Source: an optimization exercise on an open RTL-to-GDS flow (aim: small area and a short achievable clock period). Production flows keep margins and buffers that such runs may drop. The clock input has no modelled driver; a real chip could not lean on it and would need a root buffer or a full tree.

rev 12:
==> flow/design.v <==
module FSM_out
(
    input             clk,
    input             reset_n,
    input             req,
    input             fifo_empty,
    input      [63:0] fifo_data,    
    output reg        remove,       
    output reg        load,         
    output reg        strobe_out,
    output reg        data_end,
    output reg  [7:0] data_out
);
reg [3:0] state;
reg       shift;
reg       hold;
reg [55:0] buf_q;
wire idle = (state == 4'd0);
wire start = idle && req && !fifo_empty;
always @(posedge clk)
begin
    if (!reset_n)
    begin
        state  <= 4'd0;
        remove <= 1'b0;
        load   <= 1'b0;
        shift  <= 1'b0;
        hold   <= 1'b1;
    end
    else
    begin
        if (idle)
            state <= start ? 4'd1 : 4'd0;
        else if (state == 4'd10)
            state <= 4'd0;
        else
            state <= state + 4'd1;
        remove <= start;
        load   <= (state == 4'd1);
        shift  <= (state >= 4'd2) && (state <= 4'd8);
        hold   <= !((state >= 4'd1) && (state <= 4'd8));
    end
end
always @(posedge clk)
    buf_q <= fifo_data[63:8] | ({56{shift}} & {8'd0, buf_q[55:8]});
wire [7:0] data_next = fifo_data[7:0] | ({8{shift}} & buf_q[7:0]) | ({8{hold}} & data_out);
always @(posedge clk)
begin
    if (!reset_n)
    begin
        strobe_out <= 1'b0;
        data_end   <= 1'b0;
        data_out   <= 8'd0;
    end
    else
    begin
        data_out <= data_next;
        if (load)
            strobe_out <= 1'b1;
        if (state == 4'd9)
            data_end <= 1'b1;
        else if (state == 4'd10)
        begin
            strobe_out <= 1'b0;
            data_end   <= 1'b0;
        end
    end
end
endmodule
module module_64_8
#(parameter width = 64, parameter depth = 8)
(
    input   clk,
    input   reset_n,
    input   strobe_in,
    input   [width-1:0] input_data,
    input   req_data,
    output  ready,
    output  data_end,
    output  strobe_out,
    output  [7:0] data_out,
    output  [$clog2(depth)-1:0] write_counter
);
localparam aw = $clog2(depth);
reg [width-1:0] mem [depth-1:0];
reg [depth-1:0] rd_ptr;
reg [depth-1:0] rd_sel;
reg [depth-1:0] wr_en;
reg [aw:0] count;
reg        empty;
reg        count_is7;
wire full = count[aw];
wire write = strobe_in && !full;
wire remove;
wire load;
wire [depth-1:0] wr_ptr   = full ? rd_ptr : wr_en;
wire [depth-1:0] wr_ptr_w = {wr_ptr[depth-2:0], wr_ptr[depth-1]};
wire [aw:0] count_w  = remove ? count : count + 1'b1;
wire [aw:0] count_nw = remove ? count - 1'b1 : count;
wire        full_nw  = (count_nw == depth);
wire        empty_nw = (count_nw == 0);
wire        count_is6 = (count == depth - 2);
wire        is7_w    = remove ? count_is7 : count_is6;
wire        is7_nw   = remove ? full : count_is7;
assign write_counter = count[aw-1:0];
assign ready = empty;
always @(posedge clk)
begin
    if (!reset_n)
    begin
        count <= 0;
        empty <= 1'b1;
        count_is7 <= 1'b0;
        wr_en <= 1;
    end
    else if (write)
    begin
        count <= count_w;
        empty <= 1'b0;
        count_is7 <= is7_w;
        wr_en <= (count_is7 && !remove) ? {depth{1'b0}} : wr_ptr_w;
    end
    else
    begin
        count <= count_nw;
        empty <= empty_nw;
        count_is7 <= is7_nw;
        wr_en <= full_nw ? {depth{1'b0}} : wr_ptr;
    end
end
always @(posedge clk)
begin
    if (!reset_n)
    begin
        rd_ptr <= 1;
        rd_sel <= 0;
    end
    else
    begin
        if (load)
            rd_ptr <= {rd_ptr[depth-2:0], rd_ptr[depth-1]};
        rd_sel <= remove ? rd_ptr : {depth{1'b0}};
    end
end
integer i;
always @(posedge clk)
begin
    for (i = 0; i < depth; i = i + 1)
        if (wr_en[i])
            mem[i] <= input_data;
end
reg [width-1:0] rd_data;
always @*
begin
    rd_data = 0;
    for (i = 0; i < depth; i = i + 1)
        rd_data = rd_data | ({width{rd_sel[i]}} & mem[i]);
end
FSM_out FSM_out_1
(
    .clk        (clk),
    .reset_n    (reset_n),
    .req        (req_data),
    .fifo_empty (empty),
    .fifo_data  (rd_data),
    .remove     (remove),
    .load       (load),
    .strobe_out (strobe_out),
    .data_end   (data_end),
    .data_out   (data_out)
);
endmodule
Settings: LEC_CHECK=0, CAP_MARGIN=20, CORE_MARGIN=2, CORE_UTILIZATION=60, SETUP_SLACK_MARGIN=3.4, SLEW_MARGIN=20; clock period 5.0 ns.
standard.sh (not shown) runs the stock make flow with config.mk's settings and CLKGATE_MAP_FILE= SYNTH_SCRIPT=/design/flow/synth_recipe.tcl, a recipe that flattens the netlist after the stock synthesis.
==> flow/flow/run.sh <==
#!/bin/bash
# The standard ORFS layout, with the port buffers made of buf_1 cells (instead of the
# delay cells buffer_ports picks by default), timing repair free to change a cell's
# footprint, a clock tree of about 20 flip-flops per leaf buffer, and the top of the
# clock tree reshaped after CTS (flow/clock_top.tcl).
set -euo pipefail
W=$(pwd)
bash standard.sh MATCH_CELL_FOOTPRINT=0 \
  "BUFFER_PORTS_ARGS=-buffer_cell sky130_fd_sc_hd__buf_1" \
  "CTS_ARGS=-sink_clustering_enable -repair_clock_nets -buf_list {sky130_fd_sc_hd__clkbuf_16} -sink_clustering_size 20 -sink_clustering_max_diameter 60 -dont_use_dummy_load" \
  "POST_CTS_TCL=$W/flow/clock_top.tcl" \
  finish > standard_flow.log 2>&1
Other scripts of this flow, unchanged in this note and not shown: flow/flow/clock_top.tcl
For rev 13, these inputs were changed with respect to rev 12:
--- a/flow/design.v
+++ b/flow/design.v
@@ -124,9 +124,9 @@
     begin
         count <= count_nw;
         empty <= empty_nw;
         count_is7 <= is7_nw;
-        wr_en <= full_nw ? {depth{1'b0}} : wr_ptr;
+        wr_en <= wr_en | ({depth{full && remove}} & rd_ptr);
     end
 end
 always @(posedge clk)
 begin
Findings:
- Against rev 12, rev 13 comes in 1.9 points higher on met1 track demand over resource in global routing.
- Rev 13 vs rev 12: final setup slack of the worst path down
- Core util | rev 13 vs rev 12 | rev 13 lower
- Rev 13 vs rev 12: via count up slightly
- A standard cell with the maximum stage delay on the critical path of or4b_4 is what rev 12 shows, while a2111oi_1 belongs to rev 13.
- Rev 13 vs rev 12: area of the die up slightly
- Going from rev 12 to rev 13, routability congestion estimate from global placement shows a reduction of 7.2%; maximum resistive drop on vdd shows an increase of 15%; number of antenna violations at the first check in global routing shows an increase of 1.
No functional check of the RTL was part of any run of this note. In every run of this note, the design's own scripts or RTL, not TritonCTS, make the clock network.

-- afterwards: timing with drivers on the ports --
Ports are ideal in the flow. The routed layouts listed here were re-timed in OpenROAD.
Step 1: set_driving_cell puts a clkbuf_16 on clk and a buf_2 on each other input, an assumption about the parent block.
Step 2 also shifts input and output timing later by t, the mid clock arrival at the registers, as if the neighbouring blocks saw the same clock.
Three values: ideal ports, drivers, drivers and shift; two values: the first two.
| run | t (ns) | slack for setup (ns) | clock arrival spread, ns |
|---|---|---|---|
| rev 12 | 0.461 | 3.135 / 2.925 / 2.892 | 0.037 / 0.037 |
| rev 13 | 0.485 | 3.058 / 3.019 / 2.762 | 0.043 / 0.044 |
After both steps every run listed still meets setup and hold. The setup slack of rev 13, which loses most, moves by -0.039 ns with the drivers and by -0.296 ns with both steps.
